Source: an optimization exercise on an open RTL-to-GDS flow (aim: small area and a short achievable clock period). Production flows keep margins and buffers that such runs may drop.
In this exercise RTL edits were held to simulation tests only and were not proved equivalent to the original.

## P
==> flow/design.v (excerpt) <==
module filter #(parameter DATA_WIDTH = 16) (
    input clk,
    input rst_n,
    input signed [DATA_WIDTH-1:0] FilterIn,
    input ValidIn,
    output signed [32:0] data_out,
    output reg ValidOut);
Size in the first run: about 2,500 cells after synthesis, about 550 flip-flops, ~37,000 µm² of cells after synthesis.
Settings: LEC_CHECK=0, CAP_MARGIN=20, CORE_MARGIN=2, CORE_UTILIZATION=25, PLACE_DENSITY=0.8, SETUP_SLACK_MARGIN=5, SLEW_MARGIN=20, SYNTH_HIERARCHICAL=1, TNS_END_PERCENT=100; clock period 10.5 ns.
standard.sh (not shown) runs the stock make flow with config.mk's settings and CLKGATE_MAP_FILE= SYNTH_SCRIPT=/design/flow/synth_recipe.tcl, a recipe that flattens the netlist after the stock synthesis.
==> flow/flow/run.sh <==
#!/bin/bash
# Layout: the standard flow (standard.sh) unchanged, except that timing repair
# aims at a larger setup margin (a shorter period than the 10.5 ns clock) and the
# port buffers are plain buffers instead of delay cells.  make's full output goes
# to make_finish.log here; each ORFS step keeps its own log under orfs/logs/.
set -uo pipefail
bash standard.sh SETUP_SLACK_MARGIN=6.25 'BUFFER_PORTS_ARGS=-buffer_cell sky130_fd_sc_hd__buf_4' finish > make_finish.log 2>&1
status=$?
tail -n 40 make_finish.log
exit $status
### P -> Q
- changing CORE_UTILIZATION from 25 to 50
- removing PLACE_DENSITY (formerly 0.8)
Results
- Relative to P, worst clock skew has decreased by 0.037 ns in Q.
- On register area, P and Q are basically level.
- Largest fanout of any net on the critical path, P and Q, higher one = P.
What R does differently from Q at the input level:
- changing CORE_UTILIZATION from 50 to 65
diff --git a/flow/flow/run.sh b/flow/flow/run.sh
--- a/flow/flow/run.sh
+++ b/flow/flow/run.sh
@@ -7 +7 @@
-bash standard.sh SETUP_SLACK_MARGIN=6.25 'BUFFER_PORTS_ARGS=-buffer_cell sky130_fd_sc_hd__buf_4' finish > make_finish.log 2>&1
+bash standard.sh SETUP_SLACK_MARGIN=6.8 'BUFFER_PORTS_ARGS=-buffer_cell sky130_fd_sc_hd__buf_4' finish > make_finish.log 2>&1
[summary]
Taking Q as the reference, in R number of maximum-capacitance violations essentially unchanged, detailed-placement wirelength estimate moved down. Diff Q -> R | placer congestion estimate | up by a few percent. Setup slack: R < Q. Global-route usage ended up 10 points higher on R than on Q.

---

filter, a different RTL version from the one above (not shown whole).
For scale: roughly 2500 cells after synthesis, roughly 560 flip-flops, ~36000 um^2 of cells after synthesis.
clock: 10.5 ns
lec_check: 0
cap_margin: 20
core_margin: 2
core_utilization: 65
setup_slack_margin: 5
slew_margin: 20
synth_hierarchical: 1
tns_end_percent: 100
==> flow/flow/run.sh <==
#!/bin/bash
# Layout: the standard flow (standard.sh) unchanged, except that timing repair
# aims at a larger setup margin (a shorter period than the 10.5 ns clock) and the
# port buffers are plain buffers instead of delay cells.  make's full output goes
# to make_finish.log here; each ORFS step keeps its own log under orfs/logs/.
set -uo pipefail
bash standard.sh SETUP_SLACK_MARGIN=6.25 'BUFFER_PORTS_ARGS=-buffer_cell sky130_fd_sc_hd__buf_4' finish > make_finish.log 2>&1
status=$?
tail -n 40 make_finish.log
exit $status
Change:
- CORE_UTILIZATION: 65 -> 25
Result:
- design area goes up by 4.3%
- core utilization goes down by 44 points
- setup slack loses 0.092 ns
- global-route usage goes down by 21 points
- final cell count goes up by 35%
- first-iteration DRC count goes down by 14%
- clock-buffer cell count goes up by 1
Change:
--- a/flow/flow/run.sh
+++ b/flow/flow/run.sh
@@ -7 +7 @@
-bash standard.sh SETUP_SLACK_MARGIN=6.25 'BUFFER_PORTS_ARGS=-buffer_cell sky130_fd_sc_hd__buf_4' finish > make_finish.log 2>&1
+bash standard.sh SETUP_SLACK_MARGIN=6.0 'BUFFER_PORTS_ARGS=-buffer_cell sky130_fd_sc_hd__buf_4' finish > make_finish.log 2>&1
- CORE_UTILIZATION: 25 -> 65
Result: The new run went through all stages and came out clean; hold slack stays flat; setup slack got worse by 0.015 ns; sequential cell count is unchanged; wire length fell by 1.8%; synthesized cell count is unchanged.

---

RTL: one of the versions met above, not the one the previous note started from.
Size in the first run: ~2500 cells after synthesis, roughly 550 flip-flops.
clock: 10.5 ns
lec_check: 0
cap_margin: 20
core_margin: 2
core_utilization: 75
setup_slack_margin: 5
slew_margin: 20
synth_hierarchical: 1
tns_end_percent: 100
==> flow/flow/run.sh <==
#!/bin/bash
# Layout: the standard flow (standard.sh) unchanged, except that timing repair
# aims at a larger setup margin (a shorter period than the 10.5 ns clock) and the
# port buffers are plain buffers instead of delay cells.  make's full output goes
# to make_finish.log here; each ORFS step keeps its own log under orfs/logs/.
set -uo pipefail
bash standard.sh SETUP_SLACK_MARGIN=6.25 'BUFFER_PORTS_ARGS=-buffer_cell sky130_fd_sc_hd__buf_4' finish > make_finish.log 2>&1
status=$?
tail -n 40 make_finish.log
exit $status
The baseline ran to the end with no violations.
==> next run, changes <==
--- a/flow/config.mk
+++ b/flow/config.mk
@@ -8,5 +8,5 @@
 export CAP_MARGIN = 20
 export CORE_MARGIN = 2
-export CORE_UTILIZATION = 75
+export CORE_UTILIZATION = 25
 export SETUP_SLACK_MARGIN = 5
 export SLEW_MARGIN = 20
=> Via count went down by about 13%; clock-buffer cell count fell by 2; synthesized cell count does not change.
==> next run, changes <==
--- a/flow/config.mk
+++ b/flow/config.mk
@@ -8,5 +8,5 @@
 export CAP_MARGIN = 20
 export CORE_MARGIN = 2
-export CORE_UTILIZATION = 25
+export CORE_UTILIZATION = 30
 export SETUP_SLACK_MARGIN = 5
 export SLEW_MARGIN = 20
=> Cell count goes down by 6.3%; via count goes up by 0.38%; synthesized area is unchanged; design area goes down by 0.71%; hold slack is worse by 0.011 ns; wire length goes down by 0.45%; setup slack hardly moves; non-clock buffer count goes down by 2; utilization goes up by 5.5 points; maximum frequency hardly moves.
==> next run, changes <==
--- a/flow/flow/run.sh
+++ b/flow/flow/run.sh
@@ -5,5 +5,5 @@
 # to make_finish.log here; each ORFS step keeps its own log under orfs/logs/.
 set -uo pipefail
-bash standard.sh SETUP_SLACK_MARGIN=6.25 'BUFFER_PORTS_ARGS=-buffer_cell sky130_fd_sc_hd__buf_4' finish > make_finish.log 2>&1
+bash standard.sh SETUP_SLACK_MARGIN=6.35 'BUFFER_PORTS_ARGS=-buffer_cell sky130_fd_sc_hd__buf_4' finish > make_finish.log 2>&1
 status=$?
 tail -n 40 make_finish.log
--- a/flow/config.mk
+++ b/flow/config.mk
@@ -8,5 +8,5 @@
 export CAP_MARGIN = 20
 export CORE_MARGIN = 2
-export CORE_UTILIZATION = 30
+export CORE_UTILIZATION = 65
 export SETUP_SLACK_MARGIN = 5
 export SLEW_MARGIN = 20
Result: The new run completed with no timing, DRC or antenna violations. Final area stays flat. Die area went down by well over a third. Synthesized area stays the same. Non-clock buffer count went up by 69. Core utilization went up by 41 points. Final cell count went down by about a fifth.

---

filter again, from the RTL that the note above started with.
==> flow/design.v (excerpt) <==
module filter #(parameter DATA_WIDTH = 16) (
    input clk,
    input rst_n,
    input signed [DATA_WIDTH-1:0] FilterIn,
    input ValidIn,
    output signed [32:0] data_out,
    output reg ValidOut);
wire [15:0] xm = ValidIn ? FilterIn : 16'd0;
reg [15:0] d1;
reg [15:0] d2;
reg [15:0] d3;
reg [15:0] d4;
reg [15:0] d5;
reg [15:0] d6;
reg [15:0] d7;
reg [15:0] d8;
reg [15:0] d9;
reg [15:0] d10;
reg [15:0] d11;
reg [15:0] d12;
reg [15:0] d13;
reg [15:0] d14;
reg [16:0] pr4;
reg [16:0] pr5;
reg [16:0] pr6;
reg [16:0] pr7;
reg [16:0] pr3;
reg [16:0] pl2;
reg r2_0_0;
reg r2_0_1;
reg r2_1_0;
reg r2_2_0;
reg r2_3_0;
reg r2_4_0;
reg r2_4_1;
reg r2_5_0;
reg r2_5_1;
reg r2_6_0;
reg r2_6_1;
reg r2_7_0;
reg r2_7_1;
reg r2_8_0;
reg r2_8_1;
reg r2_9_0;
reg r2_10_0;
reg r2_10_1;
reg r2_10_2;
reg r2_11_0;
reg r2_11_1;
reg r2_12_0;
reg r2_12_1;
reg r2_12_2;
reg r2_13_0;
reg r2_13_1;
reg r2_14_0;
reg r2_14_1;
reg r2_14_2;
reg r2_15_0;
reg r2_15_1;
reg r2_15_2;
reg r2_15_3;
reg r2_16_0;
reg r2_16_1;
reg r2_16_2;
reg r2_17_0;
reg r2_17_1;
reg r2_17_2;
reg r2_18_0;
reg r2_18_1;
reg r2_19_0;
reg r2_19_1;
reg r2_19_2;
reg r2_20_0;
reg r2_20_1;
reg r2_21_0;
reg r2_21_1;
reg r2_22_0;
reg r2_22_1;
reg r2_22_2;
reg r2_23_0;
reg r2_23_1;
reg r2_23_2;
reg r2_24_0;
reg r2_24_1;
reg r2_24_2;
reg r2_25_0;
reg r2_26_0;
reg r2_26_1;
reg r2_27_0;
reg r2_27_1;
reg r2_28_0;
reg r2_29_0;
reg r2_29_1;
reg r2_29_2;
reg r2_30_0;
reg r2_30_1;
reg r2_31_0;
reg r1_0_0;
reg r1_0_1;
reg r1_1_0;
reg r1_1_1;
reg r1_2_0;
reg r1_2_1;
reg r1_3_0;
reg r1_3_1;
reg r1_4_0;
reg r1_4_1;
reg r1_5_0;
reg r1_5_1;
reg r1_6_0;
reg r1_6_1;
reg r1_7_0;
reg r1_7_1;
reg r1_8_0;
reg r1_8_1;
reg r1_9_0;
reg r1_9_1;
reg r1_10_0;
reg r1_10_1;
reg r1_11_0;
reg r1_11_1;
reg r1_12_0;
reg r1_12_1;
reg r1_13_0;
reg r1_13_1;
reg r1_14_0;
reg r1_14_1;
reg r1_15_0;
reg r1_15_1;
reg r1_16_0;
reg r1_16_1;
reg r1_17_0;
reg r1_17_1;
reg r1_18_0;
reg r1_18_1;
reg r1_19_0;
reg r1_19_1;
reg r1_20_0;
reg r1_20_1;
reg r1_21_0;
reg r1_21_1;
reg r1_22_0;
reg r1_22_1;
reg r1_23_0;
reg r1_23_1;
reg r1_24_0;
reg r1_24_1;
reg r1_25_0;
reg r1_25_1;
reg r1_26_0;
reg r1_26_1;
reg r1_27_0;
reg r1_27_1;
reg r1_28_0;
reg r1_28_1;
reg r1_29_0;
reg r1_29_1;
reg r1_30_0;
reg r1_30_1;
reg r1_31_0;
  ...
Settings: LEC_CHECK=0, CAP_MARGIN=20, CORE_MARGIN=2, CORE_UTILIZATION=25, SETUP_SLACK_MARGIN=5, SLEW_MARGIN=20, SYNTH_HIERARCHICAL=1, TNS_END_PERCENT=100; clock period 10.5 ns.
==> flow/flow/run.sh <==
#!/bin/bash
# Layout: the standard flow (standard.sh) unchanged, except that timing repair
# aims at a larger setup margin (a shorter period than the 10.5 ns clock) and the
# port buffers are plain buffers instead of delay cells.  make's full output goes
# to make_finish.log here; each ORFS step keeps its own log under orfs/logs/.
set -uo pipefail
bash standard.sh SETUP_SLACK_MARGIN=6.3 'BUFFER_PORTS_ARGS=-buffer_cell sky130_fd_sc_hd__buf_4' finish > make_finish.log 2>&1
status=$?
tail -n 40 make_finish.log
exit $status
==> next run, changes <==
--- a/flow/flow/run.sh
+++ b/flow/flow/run.sh
@@ -6,3 +6,3 @@
 set -uo pipefail
-bash standard.sh SETUP_SLACK_MARGIN=6.3 'BUFFER_PORTS_ARGS=-buffer_cell sky130_fd_sc_hd__buf_4' finish > make_finish.log 2>&1
+bash standard.sh SETUP_SLACK_MARGIN=6.25 'BUFFER_PORTS_ARGS=-buffer_cell sky130_fd_sc_hd__buf_4' finish > make_finish.log 2>&1
 status=$?
Settings changed: CORE_UTILIZATION 25 to 65.
=>
- final area drops by about 4%
- synthesized area is unchanged
- wire length came out lower by about 0.3%
==> next run, changes <==
Settings changed: CORE_UTILIZATION 65 to 20.
Setup slack improved by 21 ps.
Via count fell by 2.6%.
Area after synthesis stays the same.

---

run 1:
filter again, from the RTL that the note above started with.
Settings: LEC_CHECK=0, CAP_MARGIN=20, CORE_MARGIN=2, CORE_UTILIZATION=40, SETUP_SLACK_MARGIN=5, SLEW_MARGIN=20, SYNTH_HIERARCHICAL=1, TNS_END_PERCENT=100; clock period 10.5 ns.
==> flow/flow/run.sh <==
#!/bin/bash
# Layout: the standard flow (standard.sh) unchanged, except that timing repair
# aims at a larger setup margin (a shorter period than the 10.5 ns clock) and the
# port buffers are plain buffers instead of delay cells.  make's full output goes
# to make_finish.log here; each ORFS step keeps its own log under orfs/logs/.
set -uo pipefail
bash standard.sh SETUP_SLACK_MARGIN=6.25 'BUFFER_PORTS_ARGS=-buffer_cell sky130_fd_sc_hd__buf_4' finish > make_finish.log 2>&1
status=$?
tail -n 40 make_finish.log
exit $status
Run 1: PASS, flow complete, no timing, DRC or antenna violations
Modified inputs, run 2 compared to run 1
--- a/flow/flow/run.sh
+++ b/flow/flow/run.sh
@@ -5,5 +5,5 @@
 # to make_finish.log here; each ORFS step keeps its own log under orfs/logs/.
 set -uo pipefail
-bash standard.sh SETUP_SLACK_MARGIN=6.25 'BUFFER_PORTS_ARGS=-buffer_cell sky130_fd_sc_hd__buf_4' finish > make_finish.log 2>&1
+bash standard.sh SETUP_SLACK_MARGIN=6.0 'BUFFER_PORTS_ARGS=-buffer_cell sky130_fd_sc_hd__buf_4' finish > make_finish.log 2>&1
 status=$?
 tail -n 40 make_finish.log
--- a/flow/config.mk
+++ b/flow/config.mk
@@ -8,5 +8,5 @@
 export CAP_MARGIN = 20
 export CORE_MARGIN = 2
-export CORE_UTILIZATION = 40
+export CORE_UTILIZATION = 65
 export SETUP_SLACK_MARGIN = 5
 export SLEW_MARGIN = 20
==> run summary <==
- As far as post-synthesis xor/xnor area fraction goes, run 2 and run 1 are indistinguishable; the numbers are identical.
- Relative to run 1, the final cell area reported for run 2 is lower.
- Compared with run 1, in run 2 via count went up 245, worst setup slack went down 0.25 ns, global-route usage went up 14 points, number of signal-net buffers in the layout went down about 27%.
## Diff of input files: run 3 against run 2
--- a/flow/flow/run.sh
+++ b/flow/flow/run.sh
@@ -5,5 +5,5 @@
 # to make_finish.log here; each ORFS step keeps its own log under orfs/logs/.
 set -uo pipefail
-bash standard.sh SETUP_SLACK_MARGIN=6.0 'BUFFER_PORTS_ARGS=-buffer_cell sky130_fd_sc_hd__buf_4' finish > make_finish.log 2>&1
+bash standard.sh SETUP_SLACK_MARGIN=6.25 'BUFFER_PORTS_ARGS=-buffer_cell sky130_fd_sc_hd__buf_4' finish > make_finish.log 2>&1
 status=$?
 tail -n 40 make_finish.log
--- a/flow/config.mk
+++ b/flow/config.mk
@@ -8,5 +8,6 @@
 export CAP_MARGIN = 20
 export CORE_MARGIN = 2
-export CORE_UTILIZATION = 65
+export CORE_UTILIZATION = 25
+export PLACE_DENSITY = 0.45
 export SETUP_SLACK_MARGIN = 5
 export SLEW_MARGIN = 20
Notes after the runs:
Layout-stage area growth over the synthesis result | run 3 above run 2. Run 2 -> run 3: synthesized cell count delta 0, exact match. Run 3 vs run 2 — number of clock buffers inserted by TritonCTS rose 7.1%.
Edits applied to the flow inputs when going from run 3 to run 4:
--- a/flow/flow/run.sh
+++ b/flow/flow/run.sh
@@ -5,5 +5,5 @@
 # to make_finish.log here; each ORFS step keeps its own log under orfs/logs/.
 set -uo pipefail
-bash standard.sh SETUP_SLACK_MARGIN=6.25 'BUFFER_PORTS_ARGS=-buffer_cell sky130_fd_sc_hd__buf_4' finish > make_finish.log 2>&1
+bash standard.sh SETUP_SLACK_MARGIN=6.5 'BUFFER_PORTS_ARGS=-buffer_cell sky130_fd_sc_hd__buf_4' finish > make_finish.log 2>&1
 status=$?
 tail -n 40 make_finish.log
--- a/flow/config.mk
+++ b/flow/config.mk
@@ -8,6 +8,5 @@
 export CAP_MARGIN = 20
 export CORE_MARGIN = 2
-export CORE_UTILIZATION = 25
-export PLACE_DENSITY = 0.45
+export CORE_UTILIZATION = 65
 export SETUP_SLACK_MARGIN = 5
 export SLEW_MARGIN = 20
Notes after the runs:
- What run 4 reported for number of tapcells has to be multiplied by 2.6 to get the figure for run 3.
- Summary of the comparison: share of the clock period used by the worst path after layout is higher in run 4, relative to run 3.
- Run 4 vs run 3: area growth from synthesis to layout up
- Diff run 3 -> run 4: number of global-route vias before repair increased by 1,783 relative to the old numbers, met2 layer usage reported by global route went up by 41 points.
- Comparing run 3 and run 4, number of standard cells in the layout, taps in and fillers out is higher on run 3.
- Run 4 does better than run 3 on first-pass GRT wire length.
- In the tables for run 3 and run 4, largest fanout of any net on the critical path reads lower with run 3.

[separate check: timing with driven ports]
How much do the figures lean on ideal ports? The routed layouts below were timed once more, with nothing changed but the port constraints. Step 1: set_driving_cell puts a clkbuf_16 on clk and a buf_2 on each other input, an assumption about the parent block. Step 2 times the ports against the registers' clock, not the clock port: input delays grow and output delays shrink by t, the midpoint of the rising clock arrivals with the driver on. a / b / c = ideal ports / drivers / drivers and shift; a / b = the first two.
run	shift t [ns]	setup slack, ns	latest minus earliest clock arrival (ns)	worst slew at a driven data input, ns	pins driven straight from the clock port
P	0.674	6.282 / 6.133 / 5.458	0.056 / 0.055	0.26	1
Q	0.704	6.263 / 6.176 / 5.472	0.019 / 0.019	0.21	1
R	0.706	6.062 / 6.062 / 5.370	0.046 / 0.046	0.24	1
the first run of note 2	0.696	6.151 / 6.086 / 5.651	0.019 / 0.019	0.06	1
the second run of note 2	0.702	6.059 / 5.990 / 5.619	0.025 / 0.025	0.09	1
the third run of note 2	0.689	6.044 / 6.023 / 5.454	0.026 / 0.025	0.06	1
the first run of note 3	0.675	5.668 / 5.594 / 4.919	0.058 / 0.058	0.20	1
the second run of note 3	0.694	6.306 / 6.199 / 5.505	0.019 / 0.019	0.21	1
the third run of note 3	0.698	6.309 / 6.167 / 5.469	0.024 / 0.023	0.21	1
the fourth run of note 3	0.681	6.253 / 6.166 / 5.485	0.043 / 0.044	0.22	1
the first run of note 4	0.699	6.270 / 6.163 / 5.464	0.035 / 0.034	0.29	1
the second run of note 4	0.683	6.220 / 6.144 / 5.461	0.021 / 0.020	0.22	1
the third run of note 4	0.695	6.241 / 6.165 / 5.470	0.041 / 0.040	0.24	1
run 1	0.705	6.306 / 6.207 / 5.502	0.046 / 0.046	0.18	1
run 2	0.671	6.051 / 6.024 / 5.354	0.021 / 0.021	0.09	1
run 3	0.723	6.292 / 6.198 / 5.475	0.030 / 0.030	0.23	1
run 4	0.680	6.188 / 6.104 / 5.424	0.032 / 0.032	0.22	1
After both steps setup and hold are still met in every run listed. The setup slack of the third run of note 3, which loses most, moves by -0.142 ns with the drivers and by -0.840 ns with both steps.
